What follows belongs to an exercise in optimizing a design on an open flow for small area, a short achievable clock period and few clock cycles; a production flow would make more cautious choices. Only simulation tests tie the RTL to the original design; equivalence was not proved. No activity file was given, so power comes from the tool's default toggle rates.

Design LCD_CTRL, start of the top module:
module LCD_CTRL(
    input clk, cmd_valid, reset,
    input [3:0] cmd,
    input [7:0] IROM_Q,
    output IRAM_valid, IROM_rd, busy, done,
    output [5:0] IROM_A,
    output [5:0] IRAM_A,
    output [7:0] IRAM_D
);
    reg [2:0] r, c;           
    reg [1:0] ri0, ri1, ci0, ci1;
    reg [1:0] pri0, pri1, pci0, pci1;   
    reg       busy_r, cv, cw, wph, done_r, rom_rd, ram_v;
    reg       rsp;            
    reg       smax, smin, savg;
    reg [9:0] ssum;           
    reg       sv;             
    reg [3:0] srow, scol;     
    reg [5:0] rom_a, ram_a, wend;
    reg [7:0] ram_d;
    reg [63:0] ld;            
    reg [7:0] x0, x1, x2, x3;  
    reg       l0, l1, l2, l3;  
    assign busy = busy_r;
    assign done = done_r;
    assign IROM_rd = rom_rd;
    assign IROM_A = rom_a;
    assign IRAM_valid = ram_v;
    assign IRAM_A = ram_a;
    assign IRAM_D = ram_d;
    wire wc = l0 & l1 & l2 & l3;              
    wire opx = cv & wc & (~savg | sv);
    wire g01 = x0 >= x1, g02 = x0 >= x2, g03 = x0 >= x3;
    wire g12 = x1 >= x2, g13 = x1 >= x3, g23 = x2 >= x3;
    wire [7:0] vmax = ({8{ g01 &  g02 &  g03}} & x0) | ({8{~g01 &  g12 &  g13}} & x1) |
  ...
Size: ~39 I/O pins, about 31000 um^2 of cells after synthesis.
clock: 10.0 ns
lec_check: 0
abc_area: 1
cap_margin: 20
core_margin: 2
core_utilization: 55
slew_margin: 20
synth_hierarchical: 1
standard.sh (not shown) runs the stock make flow with config.mk's settings and CLKGATE_MAP_FILE= SYNTH_SCRIPT=/design/flow/synth_recipe.tcl, a recipe that flattens the netlist after the stock synthesis.
==> flow/flow/run.sh <==
#!/bin/bash
# The standard layout with three changes: plain buffers on the ports; in the otherwise standard
# (hierarchical) synthesis, the pixel banks (module lcd_bank) are mapped by an area-oriented ABC
# script (flow/bank.script) and the rest by flow/top.script; timing repair aiming for a setup
# slack of 7 ns at the 10 ns clock.
set -euo pipefail
here=$(pwd)
cat > own_synth.tcl <<EOF2
proc abc {args} {
  set i [lsearch -exact \$args -script]
  set a2 \$args
  lset a2 [expr {\$i + 1}] $here/flow/bank.script
  yosys abc {*}\$a2 lcd_bank
  lset a2 [expr {\$i + 1}] $here/flow/top.script
  yosys abc {*}\$a2 LCD_CTRL
}
EOF2
cat synth_recipe.tcl >> own_synth.tcl
export BUFFER_PORTS_ARGS="-buffer_cell sky130_fd_sc_hd__buf_4"
bash standard.sh SYNTH_SCRIPT=$here/own_synth.tcl SETUP_SLACK_MARGIN=7 finish > standard.log 2>&1
==> flow/flow/bank.script <==
strash
dch
amap
topo
stime -c
==> flow/flow/top.script <==
strash
dch -f
map -B 0.9
topo
stime -c
buffer -c
upsize -c
dnsize -c
Testbench counts at the start, summed over its fixed seeds: cycles 11,240.
Next try:
--- a/flow/flow/run.sh
+++ b/flow/flow/run.sh
@@ -2,5 +2,5 @@
 # The standard layout with three changes: plain buffers on the ports; in the otherwise standard
 # (hierarchical) synthesis, the pixel banks (module lcd_bank) are mapped by an area-oriented ABC
-# script (flow/bank.script) and the rest by flow/top.script; timing repair aiming for a setup
+# script (flow/bank.script) and the rest by the standard one; timing repair aiming for a setup
 # slack of 7 ns at the 10 ns clock.
 set -euo pipefail
@@ -12,6 +12,5 @@
   lset a2 [expr {\$i + 1}] $here/flow/bank.script
   yosys abc {*}\$a2 lcd_bank
-  lset a2 [expr {\$i + 1}] $here/flow/top.script
-  yosys abc {*}\$a2 LCD_CTRL
+  yosys abc {*}\$args LCD_CTRL
 }
 EOF2
Settings changed: CTS_CLUSTER_DIAMETER set to 100, CTS_CLUSTER_SIZE set to 24.
removed: flow/flow/top.script
Non-clock buffer count is higher by 12.
Flip-flop and latch count does not change.
Routed wire length is higher by 2.0%.
Power is lower by 18%.
Cell area is lower by 3.4%.
Register-to-register slack gets better by 40 ps.
Critical path depth is lower by 14.
Next try:
Settings changed: CTS_CLUSTER_DIAMETER 100 to not set, CTS_CLUSTER_SIZE 24 to not set.
- The changed run completed without violations
- power grows by 20%
- first-iteration DRC count shrinks by 5.7%
- clock power grows by 57%
- worst setup slack improves by 7.3 ps
- die area stays the same
- sequential share of layout area shrinks by 1.4 points
- cell count grows by 1.3%
- cell area grows by 2.7%
- wire length shrinks by 0.55%
- synthesized area is unchanged
Next try:
Settings changed: CORE_UTILIZATION 55 to 62, CTS_CLUSTER_DIAMETER set to 100, CTS_CLUSTER_SIZE set to 24.
Effect: Non-clock buffer count is higher by 23; core utilization came out higher by 6.7 points; flip-flop and latch count does not change; clock-buffer cell count drops by 39; design area went down by 2.1%; register-to-register slack stays flat; worst setup slack gets better by 24 ps; critical path depth does not change; via count rises by 0.96%; total power goes down by 17%; hold slack stays flat.
Next try:
--- a/flow/flow/run.sh
+++ b/flow/flow/run.sh
@@ -3,5 +3,5 @@
 # (hierarchical) synthesis, the pixel banks (module lcd_bank) are mapped by an area-oriented ABC
 # script (flow/bank.script) and the rest by the standard one; timing repair aiming for a setup
-# slack of 7 ns at the 10 ns clock.
+# slack of 6.85 ns at the 10 ns clock.
 set -euo pipefail
 here=$(pwd)
@@ -17,3 +17,3 @@
 cat synth_recipe.tcl >> own_synth.tcl
 export BUFFER_PORTS_ARGS="-buffer_cell sky130_fd_sc_hd__buf_4"
-bash standard.sh SYNTH_SCRIPT=$here/own_synth.tcl SETUP_SLACK_MARGIN=7 finish > standard.log 2>&1
+bash standard.sh SYNTH_SCRIPT=$here/own_synth.tcl SETUP_SLACK_MARGIN=6.85 finish > standard.log 2>&1
Settings changed: CORE_UTILIZATION 62 to 55, CTS_CLUSTER_DIAMETER 100 to not set, CTS_CLUSTER_SIZE 24 to not set.
What happened: First-iteration DRC count decreases by about a fifth; cell area increases slightly; global-route usage decreases by 3.2 points; critical path depth increases by 6; die area increases by roughly a tenth.

## separate check: timing with driven ports
The results above use ideal ports. As a check the final layouts listed here were re-extracted and re-timed, cells and wires unchanged.
Step 1: set_driving_cell puts a clkbuf_16 on clk and a buf_2 on each other input, an assumption about the parent block.
Step 2 also shifts input and output timing later by t, the mid clock arrival at the registers, as if the neighbouring blocks saw the same clock.
Slacks: ideal ports / drivers / drivers and shift; pairs: ideal ports / drivers.
run | shift t [ns] | slack for setup (ns) | worst register clock-pin slew, ns
the first run | 0.678 | 6.821 / 6.787 / 6.398 | 0.08 / 0.08
the second run | 0.650 | 6.830 / 6.762 / 6.371 | 0.11 / 0.11
the third run | 0.665 | 6.837 / 6.771 / 6.383 | 0.07 / 0.07
the fourth run | 0.645 | 6.860 / 6.799 / 6.355 | 0.11 / 0.11
the fifth run | 0.671 | 6.734 / 6.765 / 6.094 | 0.07 / 0.07
After both steps every run listed still meets setup and hold. For the fifth run, which loses most, drivers alone change the setup slack by +0.031 ns; drivers and shift together by -0.640 ns.
